What follows belongs to an exercise in optimizing a design on an open flow for small area; a production flow would make more cautious choices. The RTL was checked by simulation tests, not by an equivalence proof against the original design.

## flow/design.v (module list and top-level ports; edited modules follow where they fit)
// module FFT: 124 lines
// module Twiddle: 933 lines
module FFT(
input clk,
input rst_n,
input in_valid,
input signed [11:0] din_r,
input signed [11:0] din_i,
output out_valid,
output signed [15:0] dout_r,
output signed [15:0] dout_i
);
  // ...
==> flow/flow/run.sh <==
#!/bin/bash
# The standard layout, with two changes:
# - Yosys's early ABC pass (in synth's "fine" step) is skipped, so that the full adders written
#   in the RTL reach extract_fa in their own polarity. The final ABC mapping, the registers and
#   their names are as in the standard synthesis.
# - every port still gets its own buffer, but the smallest one (buf_1).
set -euo pipefail
bash standard.sh SYNTH_ARGS=-noabc "BUFFER_PORTS_ARGS=-buffer_cell sky130_fd_sc_hd__buf_1" finish > flow_make.log 2>&1
==> flow/standard.sh <==
#!/bin/bash
# synth_recipe.tcl (not shown) runs the flow's synth.tcl, then flattens the netlist and writes it again
# the make line also repeats each setting of config.mk as NAME=value (left out here)
make -C /OpenROAD-flow-scripts/flow DESIGN_CONFIG=/design/flow/config.mk WORK_HOME=/design/flow/orfs CLKGATE_MAP_FILE= SYNTH_SCRIPT=/design/flow/synth_recipe.tcl "${@:-finish}"
==> flow/config.mk <==
export PLATFORM = sky130hd
export DESIGN_NAME = FFT
export DESIGN_NICKNAME = FFT
export VERILOG_FILES = /design/flow/design.v
export SDC_FILE = /design/flow/constraint.sdc
export NUM_CORES = 4
export LEC_CHECK = 0
export ABC_AREA = 1
export CAP_MARGIN = 10
export CORE_MARGIN = 2
export CORE_UTILIZATION = 55
export CTS_BUF_LIST = sky130_fd_sc_hd__clkbuf_16
export CTS_CLUSTER_DIAMETER = 100
export CTS_CLUSTER_SIZE = 27
export PLACE_DENSITY = 0.7
export SLEW_MARGIN = 10
==> flow/constraint.sdc <==
create_clock -name core_clock -period 36.0 [get_ports {clk}]
set_input_delay 7.2000 -clock core_clock [delete_from_list [all_inputs] [get_ports {clk}]]
set_output_delay 7.2000 -clock core_clock [all_outputs]
set_load 0.01 [all_outputs]
==> flow_summary.toml, run 1 <==
[setup_path]
cp.required_ns = 36.51
crit_end = "R[22][15]"
path_depth = 44
critPathLaunch = "din_i[0]"

[synth]
synth_simple_gate_area_share_pct = 5.95
ys_top_cells_by_count = "dfxtp_1 (1024), fa_1 (493), nand2_1 (410)"
syn_inst = 3701
yosysMostFrequentCell = "dfxtp_1"
synthFlopType = "dfxtp_1"
ys_seq_area_share_pct = 47.9

[layout]
design_area_um2 = 46000
final_common_cell = "dfxtp_1"
nFillCells = 6312
syn_to_final_growth_pct = 6.35
seq_share_pct = 45.1
multiInputGateArea_um2 = 20700

[global_routing]
top_usage_layer = "met2"
grt_first_pass_wirelength_mm = 168
antenna_found_initial = 7
grt.total_usage_pct = 27.1

[routing]
wl_per_cell_um = 22.7
vias_per_cell = 5.72

[timing]
maxSlewViolCount = 0
worst_pin_slew_ns = 1.21
finalHoldViolations = 0
rsz0062_at_grt = "false"
hold_slack_ns = 0.319
fin_ws_ns = 13.97
finalSetupTns_ns = 0

[clocking]
holdBufCountCts = 0
clockBufferDepth = 3
clock_sinks = 1034
clk_pin_slew_worst_paths_ns = 0.10
h-tree-depth = 2

[outcome]
status = "no timing/DRC/antenna violations"
==> run 2: changes to the inputs <==
--- a/flow/config.mk
+++ b/flow/config.mk
@@ -8,9 +8,8 @@
 export ABC_AREA = 1
 export CAP_MARGIN = 10
 export CORE_MARGIN = 2
-export CORE_UTILIZATION = 55
+export CORE_UTILIZATION = 40
 export CTS_BUF_LIST = sky130_fd_sc_hd__clkbuf_16
 export CTS_CLUSTER_DIAMETER = 100
 export CTS_CLUSTER_SIZE = 27
-export PLACE_DENSITY = 0.7
 export SLEW_MARGIN = 10
==> run 2 against run 1 <==
Compared with the run above:
- still clean
- non-clock buffer count rose by 8
- core utilization fell by 16 points
- design area rose by 0.92%
- setup slack got worse by 0.056 ns
- flip-flop and latch count did not move
- critical path type unchanged
- critical endpoint is now R[21][31]
- largest cell class unchanged
==> flow_summary.toml, run 2 <==
[timing]
maxSlewViolCount = 0
rsz0062_at_grt = "false"
finalHoldViolations = 0
period_share_pct = 61.4
slew_headroom_pct = 30.6
finalSetupTns_ns = 0
setup_viol = 0
worst_pin_slew_ns = 1.04
skew_ns = 0.0488
period_needed_ns = 22.09
max_clock_freq_mhz = 45.3

[routing]
route.detailed.drc = 0
vias_per_cell = 5.25
dr.pass1.iters = 5
wl_per_cell_um = 22.1
ant_nets = 0
initialDrtViolationCount = 2237
wl_mm = 113
vias = 26900

[floorplan]
coreArea_um2 = 107000
fp.dieArea_um2 = 111000
die_w_um = 333
initial_core_util_pct = 40.4
fp-row-count = 120
die_height_um = 333
io_pins = 60

[synth]
yosys-top-cells-area = "dfxtp_1 (47%), fa_1 (23%), xor2_1 (3.8%)"
synthFlopType = "dfxtp_1"
yosysMostFrequentCell = "dfxtp_1"
ys_top_cells_by_count = "dfxtp_1 (1024), fa_1 (493), nand2_1 (410)"
syn_inst = 3701
async_flop_share_pct = 0.967
ys_seq_area_share_pct = 47.9
ys_ff_latch = 1034
synth.avg_cell_area_um2 = 11.7
ys_types = 52
yosys.area.top_type = "dfxtp_1"
synth-edff-count = 0
syn-cell-area_um2 = 43300
synth_fp_nets = 4331
synth_top_area_share_pct = 47.4
yosysWarnings = 2

[clocking]
root_buffer = "clkbuf_16"
cts_resized = 0
tritoncts = "done"
clock_latency_ns = 0.64
numCtsBuffers = 44
holdBufCountCts = 0
clk_pin_slew_worst_paths_ns = 0.10
h-tree-depth = 2
cts_setup_buffers = 0
clockBufferDepth = 3
clock_sinks = 1034

[global_routing]
grt-ovfl-total = 0
grt.total_usage_pct = 20.6
grt_max_degree = 57
grt_first_pass_wirelength_mm = 174
grt_pass1_vias = 27728
antenna_found_initial = 15

[layout]
largest_reg_flops = 1024
syn_to_final_growth_pct = 7.33
fin_nets = 4343
design_area_um2 = 46500
layout_common_cells = "dfxtp_1 (1024), fa_1 (493), nand2_1 (410)"
instances_no_fill = 5123
final_common_cell = "dfxtp_1"
drive_gt1_share_pct = 6.84
largest-register = "R"
largestRegisters = "R (1024), t (8)"

[setup_path]
start_kind = "primary input"
crit_top_cell = "fa_1"
crit_end = "R[21][31]"
critPathLaunch = "din_i[0]"
worstPathMaxFanout = 16
cp_slowest_cell = "fa_1"
cp.required_ns = 36.50
crit_path_end_kind = "flop"
critical_path_class = "primary input to flop"
worstReg2RegStart = "R[31][0]"
max_stage_delay_ns = 0.61
reg2reg_slack_ns = 20.00
ff2ff_path_depth = 43
timing.rr.end = "R[21][31]"
arrival_ns = 22.59

[placement]
numPortBuffers = 59
post-place-cells = 5070
gp_congestion = 0.881
placed_cell_area_um2 = 45300
dp_hpwl_mm = 81.1

[hold_path]
hp-class = "flop to flop"

[outcome]
status = "no timing/DRC/antenna violations"

[run]
maxCapViolCount = 0
[run 2: cell count changes in the layout (fill, tap and decap cells not counted), sizes merged]
cell | previous run | this run
clkinv | 7 | 5
clkbuf | 46 | 45
buf | 139 | 147
inv | 317 | 314
bufinv | 0 | 1
[run 2: final cells by class]
type	instances	area, um^2
clock buffer	45	1130
antenna	5	12.5
fill	10012	60700
timing repair buffer	147	882
sequential	1034	20800
multi-input combinational	2169	20700
inverter	317	1190
clock inverter	3	50.0
tap	1403	1760
[run 2: cell families (layout without fill, tap and decap cells)]
family          count (synthesis)  count (layout)  synth area share (%)
simple gates                  595             595                  5.95
flops                        1034            1034                  47.9
fa+ha+maj                     603             603                  26.0
other cells                     0               5                     0
compound gates                709             709                  10.2
buf+inv                       498             512                  4.46
xor+xnor                      232             232                  4.73
mux                            30              30                 0.780
[run 2: per-layer routing]
metal  share of wire [%]  vias to the layer above  GRT usage [%]
met5                0.16                        -              0
met4                 3.8                       28           7.44
met3                 7.5                      245           4.33
met2                  45                     1053           32.2
met1                  43                    13450           28.1
li1                    -                    12124              -
[run 2: worst min path at each step]
stage / startpoint / end / depth (start not counted)
after CTS: R[28][2] / R[29][2] / 0
after detailed placement: R[7][9] / R[8][9] / 0
after global routing: R[28][2] / R[29][2] / 0
final: R[28][2] / R[29][2] / 0
after floorplan: R[9][0] / R[10][0] / 0
after global placement: R[10][30] / R[11][30] / 0
[run 2: per-stage QoR]
step | hold WS [ns] | setup WS, ns | util [%]
finish | 0.299 | 13.91 | 43.3
detailed placement | 0.312 | 13.21 | 42.2
global route | 0.327 | 13.23 | 43.3
CTS | 0.304 | 13.86 | 43.3
global placement | 0.310 | 13.43 | 42.2
floorplan | 0.310 | 14.27 | -
[run 2: critical path, delay by kind of cell]
kind / cells / cell delay (ns)
AO/OA/AOI/OAI: 6 / 1.13
XOR/XNOR: 1 / 0.19
adder cells (fa/ha/maj): 29 / 13.32
buffers and inverters: 4 / 0.54
AND/OR/NAND/NOR: 3 / 0.23
==> run 3: changes to the inputs <==
==> flow/flow/run.sh (replaced) <==
#!/bin/bash
# The standard layout, with three changes:
# - Yosys's early ABC pass (in synth's "fine" step) is skipped, so that the full adders written
#   in the RTL reach extract_fa in their own polarity. The final ABC mapping, the registers and
#   their names are as in the standard synthesis.
# - every port still gets its own buffer, but the smallest one (buf_1).
# - after global routing, gates with timing slack are sized down (ORFS's RECOVER_POWER step).
set -euo pipefail
bash standard.sh SYNTH_ARGS=-noabc "BUFFER_PORTS_ARGS=-buffer_cell sky130_fd_sc_hd__buf_1" RECOVER_POWER=100 finish > flow_make.log 2>&1
==> run 3 against run 2 <==
Compared with the run above:
- the layout now fails its checks (capacitance limit, slew limit)
- register-to-register slack got worse by 0.55 ns
- cell count is the same
- design area about the same
- synthesized area unchanged
- critical endpoint unchanged
- maximum frequency down 2.4%
- global-route usage stayed put
- routed wire length hardly changed
- critical path type unchanged
- sequential share of layout area hardly changed
- hold slack worse by 0.0022 ns
==> flow_summary.toml, run 3 <==
[layout]
largest_reg_flops = 1024
fin_nets = 4343
largestRegisters = "R (1024), t (8)"
layout_common_cells = "dfxtp_1 (1024), fa_1 (493), nand2_1 (414)"
drive_gt1_share_pct = 6.38
largest-register = "R"
final_common_cell = "dfxtp_1"
design_area_um2 = 46400
syn_to_final_growth_pct = 7.27

[placement]
gp_congestion = 0.881
preCtsSetupSlack_ns = 13.21
dp_hpwl_mm = 81.1
placed_cell_area_um2 = 45300
numPortBuffers = 59

[synth]
synth_fp_nets = 4331
synth-edff-count = 0
synth.avg_cell_area_um2 = 11.7
yosys-top-cells-area = "dfxtp_1 (47%), fa_1 (23%), xor2_1 (3.8%)"
synthFlopType = "dfxtp_1"
syn-cell-area_um2 = 43300
ys_types = 52
yosysMostFrequentCell = "dfxtp_1"
ys_ff_latch = 1034
yosys.area.top_type = "dfxtp_1"
yosysWarnings = 2
ys_seq_area_share_pct = 47.9
ys_top_cells_by_count = "dfxtp_1 (1024), fa_1 (493), nand2_1 (410)"
syn_inst = 3701
synth_top_area_share_pct = 47.4
async_flop_share_pct = 0.967

[timing]
period_needed_ns = 22.63
slew_headroom_pct = -75.4
maxSlewViolCount = 98
setup_viol = 0
skew_ns = 0.0523
finalHoldViolations = 0
max_clock_freq_mhz = 44.2
period_share_pct = 62.9
fin_ws_ns = 13.37
worst_pin_slew_ns = 2.63
finalSetupTns_ns = 0
rsz0062_at_grt = "false"

[setup_path]
cp.required_ns = 36.50
max_stage_delay_ns = 0.78
cp_slowest_cell = "clkbuf_1"
crit_family = "adder cells"
start_kind = "primary input"
crit_top_cell = "fa_1"
path_buf_inv = 4
worstPathMaxFanout = 16
arrival_ns = 23.13
critical_path_class = "primary input to flop"
crit_path_end_kind = "flop"

[global_routing]
antenna_found_initial = 16
use_met1_pct = 28.1
grt.total_usage_pct = 20.6
grt-ovfl-total = 0
grt_first_pass_wirelength_mm = 174
met2_usage_pct = 32.2
grt_pass1_vias = 27728
met3_usage_pct = 4.33
top_usage_layer = "met2"
grt_max_degree = 57

[clocking]
holdBufCountCts = 0
h-tree-depth = 2
cts_setup_buffers = 0
root_buffer = "clkbuf_16"
numCtsBuffers = 44
clockBufferDepth = 3
tritoncts = "done"
clk_pin_slew_worst_paths_ns = 0.10
clock_sinks = 1034
cts_resized = 0
clock_latency_ns = 0.65

[run]
maxCapViolCount = 3

[routing]
route.detailed.drc = 0
vias_per_cell = 5.24
dr.pass1.iters = 6
wl_per_cell_um = 22.1
initialDrtViolationCount = 2312
vias = 26868
wl_mm = 113
ant_nets = 0

[outcome]
so_faults = "capacitance limit, slew limit"
status = "complete, but fails checks"

[floorplan]
initial_core_util_pct = 40.4
die_w_um = 333
coreArea_um2 = 107000
io_pins = 60
fp.dieArea_um2 = 111000
die_height_um = 333
fp-row-count = 120

[hold_path]
hp-class = "flop to flop"
==> run 3: path summary, 6_finish.rpt <==
path / startpoint / to / slack (ns) / cells past startpoint
worst max-delay path: din_i[0] / R[21][31] / 13.37 / 44
worst min-delay path: R[28][2] / R[29][2] / 0.30 / 0
worst max register to register: R[31][0] / R[21][31] / 19.45 / 44
worst min register to register: R[28][2] / R[29][2] / 0.30 / 0
max in group asynchronous: rst_n / osel / 29.04 / 1
min in group asynchronous: rst_n / ov / 6.55 / 1
==> run 3: logic make-up (layout without fill, tap and decap cells) <==
group / count (synthesis) / in the layout / synth area share, %
adders and majority gates: 603 / 603 / 26.0
buffers and inverters: 498 / 512 / 4.46
muxes: 30 / 30 / 0.780
AOI/OAI and AO/OA: 709 / 709 / 10.2
and+or+nand+nor: 595 / 595 / 5.95
DFF: 1034 / 1034 / 47.9
other: 0 / 5 / 0
xor gates and xnor gates: 232 / 232 / 4.73
==> run 3: worst register-to-register path, delay by kind of cell (launching register included) <==
| kind | cells | cell delay [ns] |
|---|---|---|
| AO/OA/AOI/OAI | 7 | 1.42 |
| buffers and inverters | 4 | 1.00 |
| XOR/XNOR | 1 | 0.20 |
| adder cells (fa/ha/maj) | 28 | 13.04 |
| flip-flops | 1 | 0.41 |
| AND/OR/NAND/NOR | 4 | 0.34 |
==> run 3: layout make-up <==
| class | instances | area (um^2) |
|---|---|---|
| diodes | 5 | 12.5 |
| fillers | 10019 | 60800 |
| well taps | 1403 | 1760 |
| inverters | 317 | 1190 |
| multi-input cells | 2169 | 20700 |
| clock buffers | 45 | 1130 |
| clock inverters | 3 | 50.0 |
| repair buffers | 147 | 867 |
| flip-flops and latches | 1034 | 20800 |
==> run 3: per-stage QoR <==
stage	hold slack, ns	cells	util [%]
after CTS	0.304	5118	43.3
after global placement	0.310	5070	42.2
after floorplan	0.310	3701	-
after detailed placement	0.312	5070	42.2
after global routing	0.327	5119	43.3
final	0.296	5123	43.3
==> run 3: per-layer routing <==
layer  part of all wire [%]  routed length [um]
met5                   0.16                 186
met4                    3.9                4370
met3                    8.1                9120
met1                     43               48300
met2                     45               51200
==> run 4: changes to the inputs <==
==> flow/flow/run.sh (replaced) <==
#!/bin/bash
# The standard layout (standard.sh), with these changes:
# - synthesis: Yosys's early ABC pass (in synth's "fine" step) is skipped (SYNTH_ARGS=-noabc), so
#   the full adders written in the RTL reach extract_fa in their own polarity; the final ABC
#   mapping uses flow/area.abc (area-only mapping) through flow/synth_wrap.tcl, which otherwise
#   runs synth_recipe.tcl unchanged, so the registers and their names are the standard ones.
# - every port still gets its own buffer, but the smallest one (buf_1).
set -euo pipefail
here=$(pwd)
bash standard.sh SYNTH_ARGS=-noabc \
  "BUFFER_PORTS_ARGS=-buffer_cell sky130_fd_sc_hd__buf_1" \
  SYNTH_SCRIPT="$here/flow/synth_wrap.tcl" \
  FLOW_SYNTH_TCL="$here/synth_recipe.tcl" \
  AREA_ABC_SCRIPT="$here/flow/area.abc" \
  finish > flow_make.log 2>&1
==> flow/flow/area.abc (new file) <==
strash
dch
map -a
strash
dch
map -a
topo
dnsize -c
==> flow/flow/synth_wrap.tcl (new file) <==
# The standard flow's synthesis script (synth_recipe.tcl, which sources ORFS's synth.tcl) with one change:
# the final ABC technology mapping runs flow/area.abc, an area-only mapping script, in place of
# ORFS's abc_area.script. Everything else (passes, flattening, renaming, registers) is unchanged.
proc abc {args} {
  set i [lsearch $args -script]
  if {$i >= 0} { set args [lreplace $args $i [expr {$i + 1}] -script $::env(AREA_ABC_SCRIPT)] }
  yosys abc {*}$args
}
source $::env(FLOW_SYNTH_TCL)
==> run 4 against run 3 <==
Compared with the run above:
- now clean on timing, DRC and antenna
- design area is 1.1% lower
- non-clock buffer count is 2 higher
- setup slack better by 0.31 ns
- register-to-register slack got worse by 1.2 ns
- sequential share of layout area up 0.49 points
- core utilization up 1.0 points
- first-iteration DRC count grew 0.52%
- clock-buffer cell count increased by 2
- cell count shrank 3.1%
- critical endpoint is now R[22][31]
- highest routed layer unchanged
==> flow_summary.toml, run 4 <==
[outcome]
status = "no timing/DRC/antenna violations"

[synth]
synth_fa_ha_area_share_pct = 26.8
ys_seq_area_share_pct = 49.5
syn_inst = 3383
synth_top_family_by_area = "adder cells"
yosys.area.top_type = "dfxtp_1"
yosys-top-cells-area = "dfxtp_1 (49%), fa_1 (24%), xor2_1 (4.7%)"
synth_fp_nets = 4013
async_flop_share_pct = 0.967
synth_compound_area_share_pct = 11.3
ys_ff_latch = 1034
synth.avg_cell_area_um2 = 12.4
synth_simple_gate_area_share_pct = 3.64
ys_top_cells_by_count = "dfxtp_1 (1024), fa_1 (493), clkinv_1 (311)"
syn-cell-area_um2 = 41900
yosysMostFrequentCell = "dfxtp_1"
synth-xor-area-share_pct = 5.04
synthFlopType = "dfxtp_1"
synth-edff-count = 0
ys_types = 33
synth_top_area_share_pct = 48.9
synth.area.mux_share_pct = 0.806
yosysWarnings = 2

[setup_path]
crit_top_cell = "fa_1"
worstReg2RegStart = "t[5]"
critPathLaunch = "din_i[0]"
start_kind = "primary input"
max_stage_delay_ns = 0.59
reg2reg_slack_ns = 18.23
cp_slowest_cell = "fa_1"
crit_end = "R[22][31]"
ff2ff_path_depth = 48
cp.required_ns = 36.55
arrival_ns = 22.87
crit_path_end_kind = "flop"
critical_path_class = "primary input to flop"
worstPathMaxFanout = 16
timing.rr.end = "R[21][15]"

[layout]
largest-register = "R"
drive_gt1_share_pct = 5.83
diodes = 0
syn_to_final_growth_pct = 9.61
final_common_cell = "dfxtp_1"
largestRegisters = "R (1024), t (8)"
largest_reg_flops = 1024
layout_common_cells = "dfxtp_1 (1024), fa_1 (493), clkinv_1 (309)"
fin_nets = 4206
instances_no_fill = 4965

[timing]
period_share_pct = 62.0
finalSetupTns_ns = 0
worst_pin_slew_ns = 1.15
hold_slack_ns = 0.294
finalHoldViolations = 0
maxSlewViolCount = 0
rsz0062_at_grt = "false"
setup_viol = 0
skew_ns = 0.0599
period_needed_ns = 22.31
max_clock_freq_mhz = 44.8
slew_headroom_pct = 23.2

[routing]
initialDrtViolationCount = 2324
vias = 26084
vias_per_cell = 5.25
route.detailed.drc = 0
wl_mm = 111
wl_per_cell_um = 22.3
dr.pass1.iters = 5
ant_nets = 0

[clocking]
clock_sinks = 1034
holdBufCountCts = 0
cts_resized = 0
clockBufferDepth = 3
root_buffer = "clkbuf_16"
clock_latency_ns = 0.64
numCtsBuffers = 46
clk_pin_slew_worst_paths_ns = 0.10
cts_setup_buffers = 0
h-tree-depth = 2
tritoncts = "done"

[run]
maxCapViolCount = 0

[floorplan]
die_height_um = 328
initial_core_util_pct = 40.4
fp.dieArea_um2 = 107000
die_w_um = 328
coreArea_um2 = 104000
fp-row-count = 118
io_pins = 60

[hold_path]
hp-class = "flop to flop"
min_from = "R[19][30]"
min_path_cells = 0

[global_routing]
grt_max_degree = 91
grt-ovfl-total = 0
antenna_found_initial = 2
grt_first_pass_wirelength_mm = 170
grt_pass1_vias = 26776
grt.total_usage_pct = 21.0

[placement]
post-place-cells = 4908
numPortBuffers = 59
gp_congestion = 0.991
dp_hpwl_mm = 80.5
==> run 4: per-layer routing <==
layer	part of all wire [%]	global-route usage, %	vias to the layer above
li1	-	-	11771
met1	43	28.6	13115
met2	45	33.2	976
met3	6.8	3.21	220
met4	5.2	9.50	2
met5	0.012	0	-
==> run 4: kinds of logic after synthesis <==
logic type	Yosys count
AO/OA/AOI/OAI	765
multiplexers	30
buffers and inverters	315
adder cells (fa/ha/maj)	603
flip-flops	1034
AND/OR/NAND/NOR	395
XOR/XNOR	241
==> run 4: worst min path at each step <==
stage | endpoint | slack (ns)
3_5_place_dp | R[31][1] | 0.31
5_1_grt | R[20][30] | 0.30
3_3_place_gp | R[6][23] | 0.31
2_1_floorplan | R[10][0] | 0.31
4_1_cts | R[20][30] | 0.29
6_report | R[20][30] | 0.29
==> run 4: cell type report <==
cell class,count,area [um^2]
Fill cell,9611,57700
Sequential cell,1034,20800
Multi-Input combinational cell,2034,20100
Tap cell,1380,1730
Clock buffer,47,1180
Inverter,311,1170
Timing Repair Buffer,149,910
Clock inverter,10,109
==> run 4: critical path, delay by kind of cell <==
family | cells | cell delay [ns]
xor+xnor | 2 | 0.36
compound gates | 9 | 1.83
fa+ha+maj | 28 | 12.96
buf+inv | 3 | 0.49
==> run 4: stage by stage <==
step | utilization (%) | setup slack (ns) | instance area, um^2
finish | 44.3 | 13.69 | 45900
floorplan | - | 13.53 | 41900
global placement | 43.1 | 13.14 | 44600
detailed placement | 43.1 | 13.04 | 44600
CTS | 44.3 | 13.67 | 45900
global route | 44.3 | 12.94 | 45900

==> port drivers added, routing unchanged <==
How much do the figures lean on ideal ports? The routed layouts below were timed once more, with nothing changed but the port constraints. Step 1, drivers: a clkbuf_16 drives clk and a buf_2 each remaining input, both assumed. Step 2 adds t to the input delays and takes it off the output delays; t is the mean of the earliest and latest rising clock arrival at the registers after step 1. Input paths then give back, and output paths get back, about the clock's delay inside the block. Three values: ideal, step 1, step 2; two values: the first two.
run	t (ns)	setup WS [ns]	latest minus earliest clock arrival (ns)	slew at the worst register clock pin (ns)
run 1	0.687	13.965 / 14.000 / 13.313	0.038 / 0.038	0.12 / 0.12
run 2	0.680	13.909 / 13.942 / 13.262	0.052 / 0.052	0.12 / 0.12
run 3	0.682	13.374 / 13.407 / 12.725	0.055 / 0.056	0.11 / 0.11
run 4	0.683	13.686 / 13.713 / 13.030	0.061 / 0.060	0.12 / 0.12
The setup slack of run 4, which loses most, moves by +0.027 ns with the drivers and by -0.656 ns with both steps.
